Source: an optimization exercise on an open RTL-to-GDS flow (aim: small area and a short achievable clock period). Production flows keep margins and buffers that such runs may drop.
In this exercise RTL edits were held to simulation tests only and were not proved equivalent to the original.
No activity file was given, so power comes from the tool's default toggle rates.

## flow/design.v (module list and top-level ports; edited modules follow where they fit)
// module pipelined_4stage: 118 lines
// module alu_id: 24 lines
// module alu_ex: 1258 lines
// module add18: 136 lines
// module addpg14: 111 lines
// module pfx: 11 lines
// module pfx_g: 8 lines
// module booth_enc: 14 lines
// module cmp_bit: 9 lines
// module cmp_node: 11 lines
// module cmp_top: 8 lines
// module booth_ppi: 14 lines
// module bit_or: 7 lines
// module fa: 10 lines
// module ha: 9 lines
// module booth_pp: 12 lines
// module booth_sel: 9 lines
// module bit_xor: 7 lines
// module rf_hold: 9 lines
// module rf_dec: 17 lines
// module rf_read16: 14 lines
module pipelined_4stage(clk, rst, imem_addr, imem_data, aluout);
  // ...
==> flow/run.sh <==
#!/bin/bash
# synth_recipe.tcl (not shown) runs the flow's synth.tcl, then flattens the netlist and writes it again
# the make line also repeats each setting of config.mk as NAME=value (left out here)
make -C /OpenROAD-flow-scripts/flow DESIGN_CONFIG=/design/flow/config.mk WORK_HOME=/design/flow/orfs CLKGATE_MAP_FILE= SYNTH_SCRIPT=/design/flow/synth_recipe.tcl finish
==> flow/config.mk <==
export PLATFORM = sky130hd
export DESIGN_NAME = pipelined_4stage
export DESIGN_NICKNAME = pipelined_4stage
export VERILOG_FILES = /design/flow/design.v
export SDC_FILE = /design/flow/constraint.sdc
export NUM_CORES = 4
export LEC_CHECK = 0
export CAP_MARGIN = 20
export CORE_MARGIN = 2
export CORE_UTILIZATION = 40
export CTS_CLUSTER_DIAMETER = 90
export CTS_CLUSTER_SIZE = 20
export PLACE_DENSITY = 0.55
export SETUP_SLACK_MARGIN = 4.0
export SLEW_MARGIN = 20
export SYNTH_HIERARCHICAL = 1
==> flow/constraint.sdc <==
create_clock -name core_clock -period 8.0 [get_ports {clk}]
set_input_delay 1.6000 -clock core_clock [delete_from_list [all_inputs] [get_ports {clk}]]
set_output_delay 1.6000 -clock core_clock [all_outputs]
set_load 0.01 [all_outputs]
==> results by group, run 1 <==
Outcome
  • Status: timing/DRC/antenna clean

CTS
  • Clk latency of the worst-skew pair: 750 ps
  • Max Buffers Root-to-Sink: 3

Final layout
  • Most common cell after layout, fill and taps aside: a22o_1
  • Number of non-clock inverters: 80
  • Final nets: 6577
  • Final core utilization: 0.4517
  • Cell area after layout: ~72000 um^2
  • Top reg by flops: regdata
  • Max reg flops: between 1000 and 1500
  • #MultiIn Comb: roughly 4400

Timing
  • Max Fclk: ~230 MHz
  • Hold Slack: approximately 440 ps
  • Setup Viol. Count Final: 0
  • Relative slew slack: 0.2106

Floorplan
  • Core area: between 150000 and 200000 um^2
  • Die area: 163900 um^2

Pwr
  • PwrDens: roughly 170 nW/um^2
  • Leak: about 32 nW

Setup path
  • Critical Path AT: approximately 5000 ps
  • CP Depth: 13
  • Setup crit end: wb_lo[17]

Drt
  • Routed len/inst: a little under 40 um
  • Drt pass-1 iters: 10

Global routing
  • Initial antenna violation count: 19

Hold path
  • Hold path cells: 1
==> module pipelined_4stage, before the edit <==
module pipelined_4stage(clk, rst, imem_addr, imem_data, aluout);
input clk;
input rst;
output [9:0] imem_addr;			 
input [32-1:0] imem_data;	 
output [32-1:0] aluout;
reg [9:0] pc;
always @(posedge clk)
  if (rst) pc <= 10'd0;
  else pc <= pc + 10'd1;
assign imem_addr = pc;
reg [31:0] regdata [0:31];    
reg [31:0] ex_a, ex_b;        
reg [15:0] ex_one, ex_two, ex_neg;   
reg ex_add, ex_sub, ex_and, ex_xor;
reg [4:0] ex_waddr;
reg ex_valid;                 
reg ex_com;                   
reg [18-1:0] wb_lo;         
reg wb_c;                     
reg [14-1:0] wb_ph, wb_gh;  
wire [14-1:0] hi_out, hi_int;
addpg14 ADDOUT (.p(wb_ph), .g(wb_gh), .ci(wb_c), .s(hi_out));
addpg14 ADDINT (.p(wb_ph), .g(wb_gh), .ci(wb_c), .s(hi_int));
wire [31:0] wb_aluout = {hi_int, wb_lo};
reg [4:0] wb_waddr;
wire [31:0] wsel = 32'd1 << wb_waddr;
wire [31:0] wload = wsel | {32{rst}};
wire [31:0] wd0 = rst ? 32'd0 : wb_aluout;
wire [31:0] wd3 = rst ? 32'd2 : wb_aluout;
wire [31:0] wd8 = rst ? 32'd5 : wb_aluout;
genvar g, h;
generate
  for (g = 0; g < 32; g = g + 1) begin : RF
    wire [31:0] d = g == 8 ? wd8 : g == 3 ? wd3 : wd0;
    wire [31:0] next;
    for (h = 0; h < 32; h = h + 1) begin : B
      rf_hold H (.load(wload[g]), .hold(~wload[g]), .d(d[h]), .q(regdata[g][h]),
                 .next(next[h]));
    end
    always @(posedge clk)
      regdata[g] <= next;
  end
endgenerate
wire [5:0] opcode = imem_data[31:26];
wire [4:0] rs = imem_data[25:21];
wire [4:0] rt = imem_data[20:16];
wire [2:0] aluop = opcode[2:0];
wire alusrc = opcode == 6'b000110;
wire [4:0] waddr_id = alusrc ? rt : imem_data[15:11];
wire [31:0] opa, opb;
genvar hf;
generate
  for (hf = 0; hf < 2; hf = hf + 1) begin : RD
    wire [31:0] sel1, sel2;
    wire fwd1, fwd2;
    rf_dec DEC1 (.addr(rs), .keep(~wsel), .waddr(wb_waddr), .sel(sel1), .fwd(fwd1));
    rf_dec DEC2 (.addr(rt), .keep(~wsel), .waddr(wb_waddr), .sel(sel2), .fwd(fwd2));
    wire [527:0] d;
    assign d[16*32 +: 16] = wb_aluout[16*hf +: 16];
    for (g = 0; g < 32; g = g + 1) begin : D
      assign d[16*g +: 16] = regdata[g][16*hf +: 16];
    end
    rf_read16 RD1 (.sel({fwd1, sel1}), .d(d), .q(opa[16*hf +: 16]));
    rf_read16 RD2 (.sel({fwd2, sel2}), .d(d), .q(opb[16*hf +: 16]));
  end
endgenerate
wire [15:0] one_id, two_id, neg_id;
alu_id ALUID (.b(opb), .op_mul(aluop == 3'd5), .one(one_id), .two(two_id), .neg(neg_id));
always @(posedge clk) begin
  ex_a <= opa;
  ex_b <= alusrc ? {16'b0, imem_data[15:0]} : opb;
  ex_one <= one_id;
  ex_two <= two_id;
  ex_neg <= neg_id;
  ex_add <= aluop == 3'd0 || aluop == 3'd6;
  ex_sub <= aluop == 3'd1;
  ex_and <= aluop == 3'd2;
  ex_xor <= aluop == 3'd3;
  if (rst) begin
    ex_waddr <= 5'd0;
    ex_valid <= 1'b0;
    ex_com <= 1'b0;
  end else begin
    ex_waddr <= waddr_id;
    ex_valid <= 1'b1;
    ex_com <= aluop == 3'd4;
  end
end
wire [18-1:0] ex_lo;
wire ex_c;
wire [14-1:0] ex_ph, ex_gh;
wire ex_le;
alu_ex ALUEX (.a(ex_a), .b(ex_b), .one(ex_one), .two(ex_two), .neg(ex_neg),
  .op_add(ex_add), .op_sub(ex_sub), .op_and(ex_and), .op_xor(ex_xor), .op_com(ex_com),
  .lo(ex_lo), .clo(ex_c), .ph(ex_ph), .gh(ex_gh), .le(ex_le));
always @(posedge clk)
  if (rst || !ex_valid) begin
    wb_lo <= 0;
    wb_c <= 1'b0;
    wb_ph <= 0;
    wb_gh <= 0;
    wb_waddr <= 5'd0;
  end else if (ex_com) begin
    wb_lo <= {{(18-1){1'b0}}, ex_le};
    wb_c <= 1'b0;
    wb_ph <= 0;
    wb_gh <= 0;
    wb_waddr <= ex_waddr;
  end else begin
    wb_lo <= ex_lo;
    wb_c <= ex_c;
    wb_ph <= ex_ph;
    wb_gh <= ex_gh;
    wb_waddr <= ex_waddr;
  end
assign aluout = {hi_out, wb_lo};
endmodule
==> run 2, diff against run 1 <==
--- a/flow/design.v
+++ b/flow/design.v
@@ -14,22 +14,22 @@
 assign imem_addr = pc;
 reg [31:0] regdata [0:31];    
 reg [31:0] ex_a, ex_b;        
 reg [15:0] ex_one, ex_two, ex_neg;   
 reg ex_add, ex_sub, ex_and, ex_xor;
 reg [4:0] ex_waddr;
 reg ex_valid;                 
 reg ex_com;                   
-reg [18-1:0] wb_lo;         
+reg [16-1:0] wb_lo;         
 reg wb_c;                     
-reg [14-1:0] wb_ph, wb_gh;  
-wire [14-1:0] hi_out, hi_int;
-addpg14 ADDOUT (.p(wb_ph), .g(wb_gh), .ci(wb_c), .s(hi_out));
-addpg14 ADDINT (.p(wb_ph), .g(wb_gh), .ci(wb_c), .s(hi_int));
+reg [16-1:0] wb_ph, wb_gh;  
+wire [16-1:0] hi_out, hi_int;
+addpg16 ADDOUT (.p(wb_ph), .g(wb_gh), .ci(wb_c), .s(hi_out));
+addpg16 ADDINT (.p(wb_ph), .g(wb_gh), .ci(wb_c), .s(hi_int));
 wire [31:0] wb_aluout = {hi_int, wb_lo};
 reg [4:0] wb_waddr;
 wire [31:0] wsel = 32'd1 << wb_waddr;
 wire [31:0] wload = wsel | {32{rst}};
 wire [31:0] wd0 = rst ? 32'd0 : wb_aluout;
 wire [31:0] wd3 = rst ? 32'd2 : wb_aluout;
 wire [31:0] wd8 = rst ? 32'd5 : wb_aluout;
 genvar g, h;
@@ -85,32 +85,32 @@
     ex_valid <= 1'b0;
     ex_com <= 1'b0;
   end else begin
     ex_waddr <= waddr_id;
     ex_valid <= 1'b1;
     ex_com <= aluop == 3'd4;
   end
 end
-wire [18-1:0] ex_lo;
+wire [16-1:0] ex_lo;
 wire ex_c;
-wire [14-1:0] ex_ph, ex_gh;
+wire [16-1:0] ex_ph, ex_gh;
 wire ex_le;
 alu_ex ALUEX (.a(ex_a), .b(ex_b), .one(ex_one), .two(ex_two), .neg(ex_neg),
   .op_add(ex_add), .op_sub(ex_sub), .op_and(ex_and), .op_xor(ex_xor), .op_com(ex_com),
   .lo(ex_lo), .clo(ex_c), .ph(ex_ph), .gh(ex_gh), .le(ex_le));
 always @(posedge clk)
   if (rst || !ex_valid) begin
     wb_lo <= 0;
     wb_c <= 1'b0;
     wb_ph <= 0;
     wb_gh <= 0;
     wb_waddr <= 5'd0;
   end else if (ex_com) begin
-    wb_lo <= {{(18-1){1'b0}}, ex_le};
+    wb_lo <= {{(16-1){1'b0}}, ex_le};
     wb_c <= 1'b0;
     wb_ph <= 0;
     wb_gh <= 0;
     wb_waddr <= ex_waddr;
   end else begin
     wb_lo <= ex_lo;
     wb_c <= ex_c;
     wb_ph <= ex_ph;
@@ -150,20 +150,20 @@
   input  [15:0] one,
   input  [15:0] two,
   input  [15:0] neg,
   input         op_add,   
   input         op_sub,
   input         op_and,
   input         op_xor,
   input         op_com,
-  output [17:0] lo,      
+  output [15:0] lo,      
   output        clo,     
-  output [13:0] ph,      
-  output [13:0] gh,      
+  output [15:0] ph,      
+  output [15:0] gh,      
   output        le       
 );
   wire [31:0] inj_x = ({32{op_add | op_sub}} & a)
                     | ({32{op_and}} & (a & b))
                     | ({32{op_xor}} & (a ^ b));
   wire [31:0] inj_y = ({32{op_add}} & b) | ({32{op_sub}} & ~b);
   wire pp0_0;
   booth_ppi P0_0 (.one(one[0]), .two(two[0]), .neg(neg[0]), .a(a[0]), .am1(1'b0), .i(inj_x[0]), .pp(pp0_0));
@@ -1381,36 +1381,38 @@
   cmp_node C3_3 (.gh(gt2_7), .eh(eq2_7), .gl(gt2_6), .el(eq2_6), .g(gt3_3), .e(eq3_3));
   wire gt4_0, eq4_0;
   cmp_node C4_0 (.gh(gt3_1), .eh(eq3_1), .gl(gt3_0), .el(eq3_0), .g(gt4_0), .e(eq4_0));
   wire gt4_1, eq4_1;
   cmp_node C4_1 (.gh(gt3_3), .eh(eq3_3), .gl(gt3_2), .el(eq3_2), .g(gt4_1), .e(eq4_1));
   wire gt5_0;
   cmp_top C5_0 (.gh(gt4_1), .eh(eq4_1), .gl(gt4_0), .g(gt5_0));
   assign le = ~gt5_0;
-  add18 ADDLO (.a(x[17:0]), .b(y[17:0]), .s(lo), .co(clo));
-  ha HP18 (.a(x[18]), .b(y[18]), .s(ph[0]), .co(gh[0]));
-  ha HP19 (.a(x[19]), .b(y[19]), .s(ph[1]), .co(gh[1]));
-  ha HP20 (.a(x[20]), .b(y[20]), .s(ph[2]), .co(gh[2]));
-  ha HP21 (.a(x[21]), .b(y[21]), .s(ph[3]), .co(gh[3]));
-  ha HP22 (.a(x[22]), .b(y[22]), .s(ph[4]), .co(gh[4]));
-  ha HP23 (.a(x[23]), .b(y[23]), .s(ph[5]), .co(gh[5]));
-  ha HP24 (.a(x[24]), .b(y[24]), .s(ph[6]), .co(gh[6]));
-  ha HP25 (.a(x[25]), .b(y[25]), .s(ph[7]), .co(gh[7]));
-  ha HP26 (.a(x[26]), .b(y[26]), .s(ph[8]), .co(gh[8]));
-  ha HP27 (.a(x[27]), .b(y[27]), .s(ph[9]), .co(gh[9]));
-  ha HP28 (.a(x[28]), .b(y[28]), .s(ph[10]), .co(gh[10]));
-  ha HP29 (.a(x[29]), .b(y[29]), .s(ph[11]), .co(gh[11]));
-  ha HP30 (.a(x[30]), .b(y[30]), .s(ph[12]), .co(gh[12]));
-  ha HP31 (.a(x[31]), .b(y[31]), .s(ph[13]), .co(gh[13]));
+  add16 ADDLO (.a(x[15:0]), .b(y[15:0]), .s(lo), .co(clo));
+  ha HP16 (.a(x[16]), .b(y[16]), .s(ph[0]), .co(gh[0]));
+  ha HP17 (.a(x[17]), .b(y[17]), .s(ph[1]), .co(gh[1]));
+  ha HP18 (.a(x[18]), .b(y[18]), .s(ph[2]), .co(gh[2]));
+  ha HP19 (.a(x[19]), .b(y[19]), .s(ph[3]), .co(gh[3]));
+  ha HP20 (.a(x[20]), .b(y[20]), .s(ph[4]), .co(gh[4]));
+  ha HP21 (.a(x[21]), .b(y[21]), .s(ph[5]), .co(gh[5]));
+  ha HP22 (.a(x[22]), .b(y[22]), .s(ph[6]), .co(gh[6]));
+  ha HP23 (.a(x[23]), .b(y[23]), .s(ph[7]), .co(gh[7]));
+  ha HP24 (.a(x[24]), .b(y[24]), .s(ph[8]), .co(gh[8]));
+  ha HP25 (.a(x[25]), .b(y[25]), .s(ph[9]), .co(gh[9]));
+  ha HP26 (.a(x[26]), .b(y[26]), .s(ph[10]), .co(gh[10]));
+  ha HP27 (.a(x[27]), .b(y[27]), .s(ph[11]), .co(gh[11]));
+  ha HP28 (.a(x[28]), .b(y[28]), .s(ph[12]), .co(gh[12]));
+  ha HP29 (.a(x[29]), .b(y[29]), .s(ph[13]), .co(gh[13]));
+  ha HP30 (.a(x[30]), .b(y[30]), .s(ph[14]), .co(gh[14]));
+  ha HP31 (.a(x[31]), .b(y[31]), .s(ph[15]), .co(gh[15]));
 endmodule
-module add18 (
-  input  [17:0] a,
-  input  [17:0] b,
-  output [17:0] s,
+module add16 (
+  input  [15:0] a,
+  input  [15:0] b,
+  output [15:0] s,
   output co
 );
   wire g_0_0, p_0_0;
   ha B0 (.a(a[0]), .b(b[0]), .s(p_0_0), .co(g_0_0));
   wire g_1_1, p_1_1;
   ha B1 (.a(a[1]), .b(b[1]), .s(p_1_1), .co(g_1_1));
   wire g_2_2, p_2_2;
   ha B2 (.a(a[2]), .b(b[2]), .s(p_2_2), .co(g_2_2));
@@ -1435,20 +1437,16 @@
   wire g_12_12, p_12_12;
   ha B12 (.a(a[12]), .b(b[12]), .s(p_12_12), .co(g_12_12));
   wire g_13_13, p_13_13;
   ha B13 (.a(a[13]), .b(b[13]), .s(p_13_13), .co(g_13_13));
   wire g_14_14, p_14_14;
   ha B14 (.a(a[14]), .b(b[14]), .s(p_14_14), .co(g_14_14));
   wire g_15_15, p_15_15;
   ha B15 (.a(a[15]), .b(b[15]), .s(p_15_15), .co(g_15_15));
-  wire g_16_16, p_16_16;
-  ha B16 (.a(a[16]), .b(b[16]), .s(p_16_16), .co(g_16_16));
-  wire g_17_17, p_17_17;
-  ha B17 (.a(a[17]), .b(b[17]), .s(p_17_17), .co(g_17_17));
   wire g_0_1;
   pfx_g X0_1 (.gh(g_1_1), .ph(p_1_1), .gl(g_0_0), .g(g_0_1));
   wire g_0_2;
   pfx_g X0_2 (.gh(g_2_2), .ph(p_2_2), .gl(g_0_1), .g(g_0_2));
   wire g_2_3, p_2_3;
   pfx X2_3 (.gh(g_3_3), .ph(p_3_3), .gl(g_2_2), .pl(p_2_2), .g(g_2_3), .p(p_2_3));
   wire g_0_3;
   pfx_g X0_3 (.gh(g_2_3), .ph(p_2_3), .gl(g_0_1), .g(g_0_3));
@@ -1503,51 +1501,39 @@
   wire g_14_15, p_14_15;
   pfx X14_15 (.gh(g_15_15), .ph(p_15_15), .gl(g_14_14), .pl(p_14_14), .g(g_14_15), .p(p_14_15));
   wire g_12_13, p_12_13;
   pfx X12_13 (.gh(g_13_13), .ph(p_13_13), .gl(g_12_12), .pl(p_12_12), .g(g_12_13), .p(p_12_13));
   wire g_12_15, p_12_15;
   pfx X12_15 (.gh(g_14_15), .ph(p_14_15), .gl(g_12_13), .pl(p_12_13), .g(g_12_15), .p(p_12_15));
   wire g_0_15;
   pfx_g X0_15 (.gh(g_12_15), .ph(p_12_15), .gl(g_0_11), .g(g_0_15));
-  wire g_15_16, p_15_16;
-  pfx X15_16 (.gh(g_16_16), .ph(p_16_16), .gl(g_15_15), .pl(p_15_15), .g(g_15_16), .p(p_15_16));
-  wire g_13_16, p_13_16;
-  pfx X13_16 (.gh(g_15_16), .ph(p_15_16), .gl(g_13_14), .pl(p_13_14), .g(g_13_16), .p(p_13_16));
-  wire g_0_16;
-  pfx_g X0_16 (.gh(g_13_16), .ph(p_13_16), .gl(g_0_12), .g(g_0_16));
-  wire g_13_17, p_13_17;
-  pfx X13_17 (.gh(g_17_17), .ph(p_17_17), .gl(g_13_16), .pl(p_13_16), .g(g_13_17), .p(p_13_17));
-  wire g_0_17;
-  pfx_g X0_17 (.gh(g_13_17), .ph(p_13_17), .gl(g_0_12), .g(g_0_17));
   assign s[0] = p_0_0;
   bit_xor S1 (.a(p_1_1), .b(g_0_0), .y(s[1]));
   bit_xor S2 (.a(p_2_2), .b(g_0_1), .y(s[2]));
   bit_xor S3 (.a(p_3_3), .b(g_0_2), .y(s[3]));
   bit_xor S4 (.a(p_4_4), .b(g_0_3), .y(s[4]));
   bit_xor S5 (.a(p_5_5), .b(g_0_4), .y(s[5]));
   bit_xor S6 (.a(p_6_6), .b(g_0_5), .y(s[6]));
   bit_xor S7 (.a(p_7_7), .b(g_0_6), .y(s[7]));
   bit_xor S8 (.a(p_8_8), .b(g_0_7), .y(s[8]));
   bit_xor S9 (.a(p_9_9), .b(g_0_8), .y(s[9]));
   bit_xor S10 (.a(p_10_10), .b(g_0_9), .y(s[10]));
   bit_xor S11 (.a(p_11_11), .b(g_0_10), .y(s[11]));
   bit_xor S12 (.a(p_12_12), .b(g_0_11), .y(s[12]));
   bit_xor S13 (.a(p_13_13), .b(g_0_12), .y(s[13]));
   bit_xor S14 (.a(p_14_14), .b(g_0_13), .y(s[14]));
   bit_xor S15 (.a(p_15_15), .b(g_0_14), .y(s[15]));
-  bit_xor S16 (.a(p_16_16), .b(g_0_15), .y(s[16]));
-  bit_xor S17 (.a(p_17_17), .b(g_0_16), .y(s[17]));
-  assign co = g_0_17;
+  assign co = g_0_15;
 endmodule
-module addpg14 (
-  input  [13:0] p,
-  input  [13:0] g,
+module addpg16 (
+  input  [15:0] p,
+  input  [15:0] g,
   input  ci,
-  output [13:0] s
+  output [15:0] s
 );
   wire g1_1;
   pfx_g X1_1 (.gh(g[0]), .ph(p[0]), .gl(ci), .g(g1_1));
   wire g1_2, p1_2;
   pfx X1_2 (.gh(g[1]), .ph(p[1]), .gl(g[0]), .pl(p[0]), .g(g1_2), .p(p1_2));
   wire g1_3, p1_3;
   pfx X1_3 (.gh(g[2]), .ph(p[2]), .gl(g[1]), .pl(p[1]), .g(g1_3), .p(p1_3));
   wire g1_4, p1_4;
@@ -1567,16 +1553,20 @@
   wire g1_11, p1_11;
   pfx X1_11 (.gh(g[10]), .ph(p[10]), .gl(g[9]), .pl(p[9]), .g(g1_11), .p(p1_11));
   wire g1_12, p1_12;
   pfx X1_12 (.gh(g[11]), .ph(p[11]), .gl(g[10]), .pl(p[10]), .g(g1_12), .p(p1_12));
   wire g1_13, p1_13;
   pfx X1_13 (.gh(g[12]), .ph(p[12]), .gl(g[11]), .pl(p[11]), .g(g1_13), .p(p1_13));
   wire g1_14, p1_14;
   pfx X1_14 (.gh(g[13]), .ph(p[13]), .gl(g[12]), .pl(p[12]), .g(g1_14), .p(p1_14));
+  wire g1_15, p1_15;
+  pfx X1_15 (.gh(g[14]), .ph(p[14]), .gl(g[13]), .pl(p[13]), .g(g1_15), .p(p1_15));
+  wire g1_16, p1_16;
+  pfx X1_16 (.gh(g[15]), .ph(p[15]), .gl(g[14]), .pl(p[14]), .g(g1_16), .p(p1_16));
   wire g2_2;
   pfx_g X2_2 (.gh(g1_2), .ph(p1_2), .gl(ci), .g(g2_2));
   wire g2_3;
   pfx_g X2_3 (.gh(g1_3), .ph(p1_3), .gl(g1_1), .g(g2_3));
   wire g2_4, p2_4;
   pfx X2_4 (.gh(g1_4), .ph(p1_4), .gl(g1_2), .pl(p1_2), .g(g2_4), .p(p2_4));
   wire g2_5, p2_5;
   pfx X2_5 (.gh(g1_5), .ph(p1_5), .gl(g1_3), .pl(p1_3), .g(g2_5), .p(p2_5));
@@ -1593,16 +1583,20 @@
   wire g2_11, p2_11;
   pfx X2_11 (.gh(g1_11), .ph(p1_11), .gl(g1_9), .pl(p1_9), .g(g2_11), .p(p2_11));
   wire g2_12, p2_12;
   pfx X2_12 (.gh(g1_12), .ph(p1_12), .gl(g1_10), .pl(p1_10), .g(g2_12), .p(p2_12));
   wire g2_13, p2_13;
   pfx X2_13 (.gh(g1_13), .ph(p1_13), .gl(g1_11), .pl(p1_11), .g(g2_13), .p(p2_13));
   wire g2_14, p2_14;
   pfx X2_14 (.gh(g1_14), .ph(p1_14), .gl(g1_12), .pl(p1_12), .g(g2_14), .p(p2_14));
+  wire g2_15, p2_15;
+  pfx X2_15 (.gh(g1_15), .ph(p1_15), .gl(g1_13), .pl(p1_13), .g(g2_15), .p(p2_15));
+  wire g2_16, p2_16;
+  pfx X2_16 (.gh(g1_16), .ph(p1_16), .gl(g1_14), .pl(p1_14), .g(g2_16), .p(p2_16));
   wire g3_4;
   pfx_g X3_4 (.gh(g2_4), .ph(p2_4), .gl(ci), .g(g3_4));
   wire g3_5;
   pfx_g X3_5 (.gh(g2_5), .ph(p2_5), .gl(g1_1), .g(g3_5));
   wire g3_6;
   pfx_g X3_6 (.gh(g2_6), .ph(p2_6), .gl(g2_2), .g(g3_6));
   wire g3_7;
   pfx_g X3_7 (.gh(g2_7), .ph(p2_7), .gl(g2_3), .g(g3_7));
@@ -1615,44 +1609,56 @@
   wire g3_11, p3_11;
   pfx X3_11 (.gh(g2_11), .ph(p2_11), .gl(g2_7), .pl(p2_7), .g(g3_11), .p(p3_11));
   wire g3_12, p3_12;
   pfx X3_12 (.gh(g2_12), .ph(p2_12), .gl(g2_8), .pl(p2_8), .g(g3_12), .p(p3_12));
   wire g3_13, p3_13;
   pfx X3_13 (.gh(g2_13), .ph(p2_13), .gl(g2_9), .pl(p2_9), .g(g3_13), .p(p3_13));
   wire g3_14, p3_14;
   pfx X3_14 (.gh(g2_14), .ph(p2_14), .gl(g2_10), .pl(p2_10), .g(g3_14), .p(p3_14));
+  wire g3_15, p3_15;
+  pfx X3_15 (.gh(g2_15), .ph(p2_15), .gl(g2_11), .pl(p2_11), .g(g3_15), .p(p3_15));
+  wire g3_16, p3_16;
+  pfx X3_16 (.gh(g2_16), .ph(p2_16), .gl(g2_12), .pl(p2_12), .g(g3_16), .p(p3_16));
   wire g4_8;
   pfx_g X4_8 (.gh(g3_8), .ph(p3_8), .gl(ci), .g(g4_8));
   wire g4_9;
   pfx_g X4_9 (.gh(g3_9), .ph(p3_9), .gl(g1_1), .g(g4_9));
   wire g4_10;
   pfx_g X4_10 (.gh(g3_10), .ph(p3_10), .gl(g2_2), .g(g4_10));
   wire g4_11;
   pfx_g X4_11 (.gh(g3_11), .ph(p3_11), .gl(g2_3), .g(g4_11));
   wire g4_12;
   pfx_g X4_12 (.gh(g3_12), .ph(p3_12), .gl(g3_4), .g(g4_12));
   wire g4_13;
   pfx_g X4_13 (.gh(g3_13), .ph(p3_13), .gl(g3_5), .g(g4_13));
   wire g4_14;
   pfx_g X4_14 (.gh(g3_14), .ph(p3_14), .gl(g3_6), .g(g4_14));
+  wire g4_15;
+  pfx_g X4_15 (.gh(g3_15), .ph(p3_15), .gl(g3_7), .g(g4_15));
+  wire g4_16, p4_16;
+  pfx X4_16 (.gh(g3_16), .ph(p3_16), .gl(g3_8), .pl(p3_8), .g(g4_16), .p(p4_16));
+  wire g5_16;
+  pfx_g X5_16 (.gh(g4_16), .ph(p4_16), .gl(ci), .g(g5_16));
   bit_xor S0 (.a(p[0]), .b(ci), .y(s[0]));
   bit_xor S1 (.a(p[1]), .b(g1_1), .y(s[1]));
   bit_xor S2 (.a(p[2]), .b(g2_2), .y(s[2]));
   bit_xor S3 (.a(p[3]), .b(g2_3), .y(s[3]));
   bit_xor S4 (.a(p[4]), .b(g3_4), .y(s[4]));
   bit_xor S5 (.a(p[5]), .b(g3_5), .y(s[5]));
   bit_xor S6 (.a(p[6]), .b(g3_6), .y(s[6]));
   bit_xor S7 (.a(p[7]), .b(g3_7), .y(s[7]));
   bit_xor S8 (.a(p[8]), .b(g4_8), .y(s[8]));
   bit_xor S9 (.a(p[9]), .b(g4_9), .y(s[9]));
   bit_xor S10 (.a(p[10]), .b(g4_10), .y(s[10]));
   bit_xor S11 (.a(p[11]), .b(g4_11), .y(s[11]));
   bit_xor S12 (.a(p[12]), .b(g4_12), .y(s[12]));
   bit_xor S13 (.a(p[13]), .b(g4_13), .y(s[13]));
+  bit_xor S14 (.a(p[14]), .b(g4_14), .y(s[14]));
+  bit_xor S15 (.a(p[15]), .b(g4_15), .y(s[15]));
 endmodule
 module pfx (
   input  gh,
   input  ph,
   input  gl,
   input  pl,
   output g,
   output p
==> run 2 against run 1 <==
Net effect: worst hold slack worse by 10 ps; still clean on timing, DRC and antenna; cell count increased by 0.70%; largest power group unchanged; combinational power about the same.
==> results by group, run 2 <==
CTS
  • H-Tree Depth: 3
  • CTS tree: done
  • Max Buffers Root-to-Sink: 3 (unchanged)
  • Hold Buf Count CTS: 0
  • CTS buffer count: 75
  • TritonCTS Sinks: ~1200
  • Clk latency of the worst-skew pair: 750 ps (about the same)
  • Clock slew at reported path FFs: ~90 ps
  • Root Buffer: clkbuf_16

Pwr
  • P_sw: between 0.003 and 0.004 W
  • Pint: approximately 0.0085 W
  • Switch share: 0.2942
  • Sequential share of power: 0.534
  • Clock power share: 0.352
  • Leak: 31.81 nW (-0.46%)
  • PwrDens: 166.6 nW/um^2 (-0.40%)
  • Worst-case vdd ir drop: approximately 0.15 mV
  • Combinational power share: 0.114

Global routing
  • Largest net degree at the start of global routing: 65
  • Initial antenna violation count: 19 (unchanged)
  • First-pass GRT wire length: 455200 um
  • M3 GR Usage: 0.1465
  • GRT Total Usage: 0.3892
  • Number of global-route vias before repair: approximately 57000
  • Met2 usage: 0.5575
  • Met1 usage: 0.5012
  • Top Usage Layer GRT: met2
  • Total grt overflow: 0

Drt
  • DR vias: around 60000
  • 1st-iter DRT viols: about 10000
  • Drt pass-1 iters: 9 (-1)
  • DRT antenna net count: 0
  • Vias per inst: a little over 7
  • Routed len/inst: 39.57 um (-0.55%)
  • Final WL: roughly 330000 um
  • # DRC: 0

Timing
  • Tcrit/Tclk final: 0.5304
  • Max Fclk: 235.7 MHz (+2.5%)
  • Relative slew slack: 0.2235 (+0.01286)
  • Clock skew: between 50 and 60 ps
  • Post-route worst setup slack: about 3800 ps
  • Post-layout min period: ~4200 ps
  • Worst-Margin Slew: between 1000 and 1500 ps
  • Setup TNS: 0 ps
  • RSZ-0062 raised after global routing: true
  • Max Slew Vio Count: 0
  • Setup Viol. Count Final: 0 (unchanged)
  • Final Hold Fails: 0

Floorplan
  • Rows: roughly 150
  • Die Height: 405.5 um
  • Starting density of the core: 0.4021
  • I/O pin total: 76
  • Core area: 160400 um^2 (+0.23%)
  • Die area: 164400 um^2 (+0.30%)
  • Die X: 405.5 um

Flow run
  • Max cap viols: 0

Setup path
  • Setup crit end kind: flop
  • WP data required: 8600 ps
  • Worst r2r path cells: 11
  • Worst reg2reg endpoint: wb_ph[14]
  • Critical path peak fanout: 5
  • CP Launch Type: flop
  • Crit path kind: reg -> reg
  • Critical Path AT: 4840 ps (-160 ps)
  • Worst flop-to-flop path startpoint: ex_one[2]
  • Register-to-Register Setup Slack: 3760 ps

Final layout
  • Most common cell after layout, fill and taps aside: a22o_1
  • Ratio of cells with drive above 1 in the final layout: 0.1401
  • Area growth syn-to-layout: 11.47%
  • Largest registers: regdata (1024), ex_a (32), ex_b (32)
  • Total area of sequential cells: roughly 24000 um^2
  • Final nets: 6567 (-0.15%)
  • Top reg by flops: regdata
  • Cell area after layout: 71880 um^2 (-0.56%)
  • Fillers: 14980
  • Max reg flops: 1024 (unchanged)
  • Area of the multi-input gates: 38270 um^2
  • Most frequent cells in the layout: a22o_1, dfxtp_1, a22oi_1

Hold path
  • Hold path cells: 1 (unchanged)
  • Hold WC Path Type: reg -> reg
  • Start point of the worst hold path: ex_waddr[4]
  • Min-Delay Endpoint: wb_waddr[4]

Placement
  • RePlAce Congestion: just over 1
  • IO Port Bufs: between 70 and 80
  • Final HPWL DP: 207500 um
  • Placed Instance Area: between 60000 and 70000 um^2
  • Pre-CTS setup slack: approximately 2100 ps

Synth
  • Syn Inst Count: about 6000
  • Avg Cell Area, Syn: around 11 um^2
  • Ys Warns: 10
  • Mapped Area: approximately 64000 um^2

Outcome
  • Status: timing/DRC/antenna clean
[run 2: cell count changes in the layout (fill, tap and decap cells not counted), moves of 6 or more]
cell	before	now
fa_1	179	161
buf_6	20	30
fa_2	32	50
nor4_1	36	43
and2_1	178	187
clkbuf_16	84	76
ha_1	102	109
nor4_2	23	16
buf_4	320	293
a21o_1	153	164
dfxtp_4	46	52
buf_12	23	14
[run 2: how the worst max path moves through the flow]
| stage | startpoint | endpoint | cells after the start |
|---|---|---|---|
| final | ex_one[2] | wb_ph[14] | 11 |
| after detailed placement | imem_data[18] | ex_one[8] | 11 |
| after floorplan | rst | regdata[24][0] | 5 |
| after CTS | ex_one[2] | wb_ph[14] | 11 |
| after global placement | imem_data[18] | ex_one[14] | 9 |
| after global routing | ex_one[2] | wb_ph[14] | 11 |
[run 2: area by class of cell]
type                            instances  area share
Multi-Input combinational cell       4395      0.5325
Sequential cell                      1210      0.3402
Timing Repair Buffer                  432     0.05391
Tap cell                             2160     0.03760
Clock buffer                           82     0.02733
Inverter                               80    0.004334
Clock inverter                         18    0.003969
Antenna cell                            4   0.0001393
[run 2: metrics by stage]
stage | util | power (W) | hold WS, ps | std cells
after global routing | 0.4481 | 0.01221 | 466.6 | 8377
after CTS | 0.4449 | 0.01188 | 433.6 | 8351
final | 0.4482 | 0.01198 | 431.2 | 8381
after detailed placement | 0.4221 | 0.007770 | 412.6 | 8194
after global placement | 0.4220 | 0.007758 | 412.5 | 8193
after floorplan | - | 0.007104 | 405.7 | 6030
[run 2: power by group through the flow]
stage / clock network (W) / logic [W] / registers [W]
2_1_floorplan: 0 / 0.000645 / 0.00646
3_3_place_gp: 0 / 0.00122 / 0.00654
3_5_place_dp: 0 / 0.00123 / 0.00654
4_1_cts: 0.00422 / 0.00128 / 0.00638
5_1_grt: 0.00442 / 0.00138 / 0.00641
6_report: 0.00422 / 0.00137 / 0.00639
[run 2: per-layer routing]
layer / vias to the layer above / wire length [um]
met5: - / 258
met4: 16 / 21860
met3: 1261 / 46710
met2: 4764 / 135400
met1: 29920 / 127400
li1: 24190 / -
[run 2: critical path, cell delays in order (launching register included)]
cell and delay (ps):
dfxtp_4 370, buf_12 140, a22o_1 230, xor2_1 160, fa_1 570, fa_1 430
fa_1 490, fa_2 360, fa_1 460, fa_1 510, ha_2 270, and2_1 140
[run 2: what timing repair did]
action | CTS | global route
buffers inserted | 57 | 26
gates resized for setup | 247 | 94
endpoints found under the setup margin | 205 | 122
pin swaps | 52 | 67

-- what the ideal ports hide --
How much do the figures lean on ideal ports? The routed layouts below were timed once more, with nothing changed but the port constraints. Step 1, drivers: a clkbuf_16 drives clk and a buf_2 each remaining input, both assumed. Step 2 adds t to the input delays and takes it off the output delays; t is the mean of the earliest and latest rising clock arrival at the registers after step 1. Input paths then give back, and output paths get back, about the clock's delay inside the block. Three values: ideal, step 1, step 2; two values: the first two.
run	t, ns	setup slack, ns	latest minus earliest clock arrival (ns)	slew at the worst register clock pin (ns)
run 1	0.814	3.650 / 3.650 / 3.111	0.069 / 0.069	0.10 / 0.10
run 2	0.803	3.757 / 3.757 / 3.164	0.051 / 0.051	0.10 / 0.10
After both steps setup and hold are still met in every run listed. The setup slack of run 2, which loses most, moves by 0.000 ns with the drivers and by -0.593 ns with both steps.
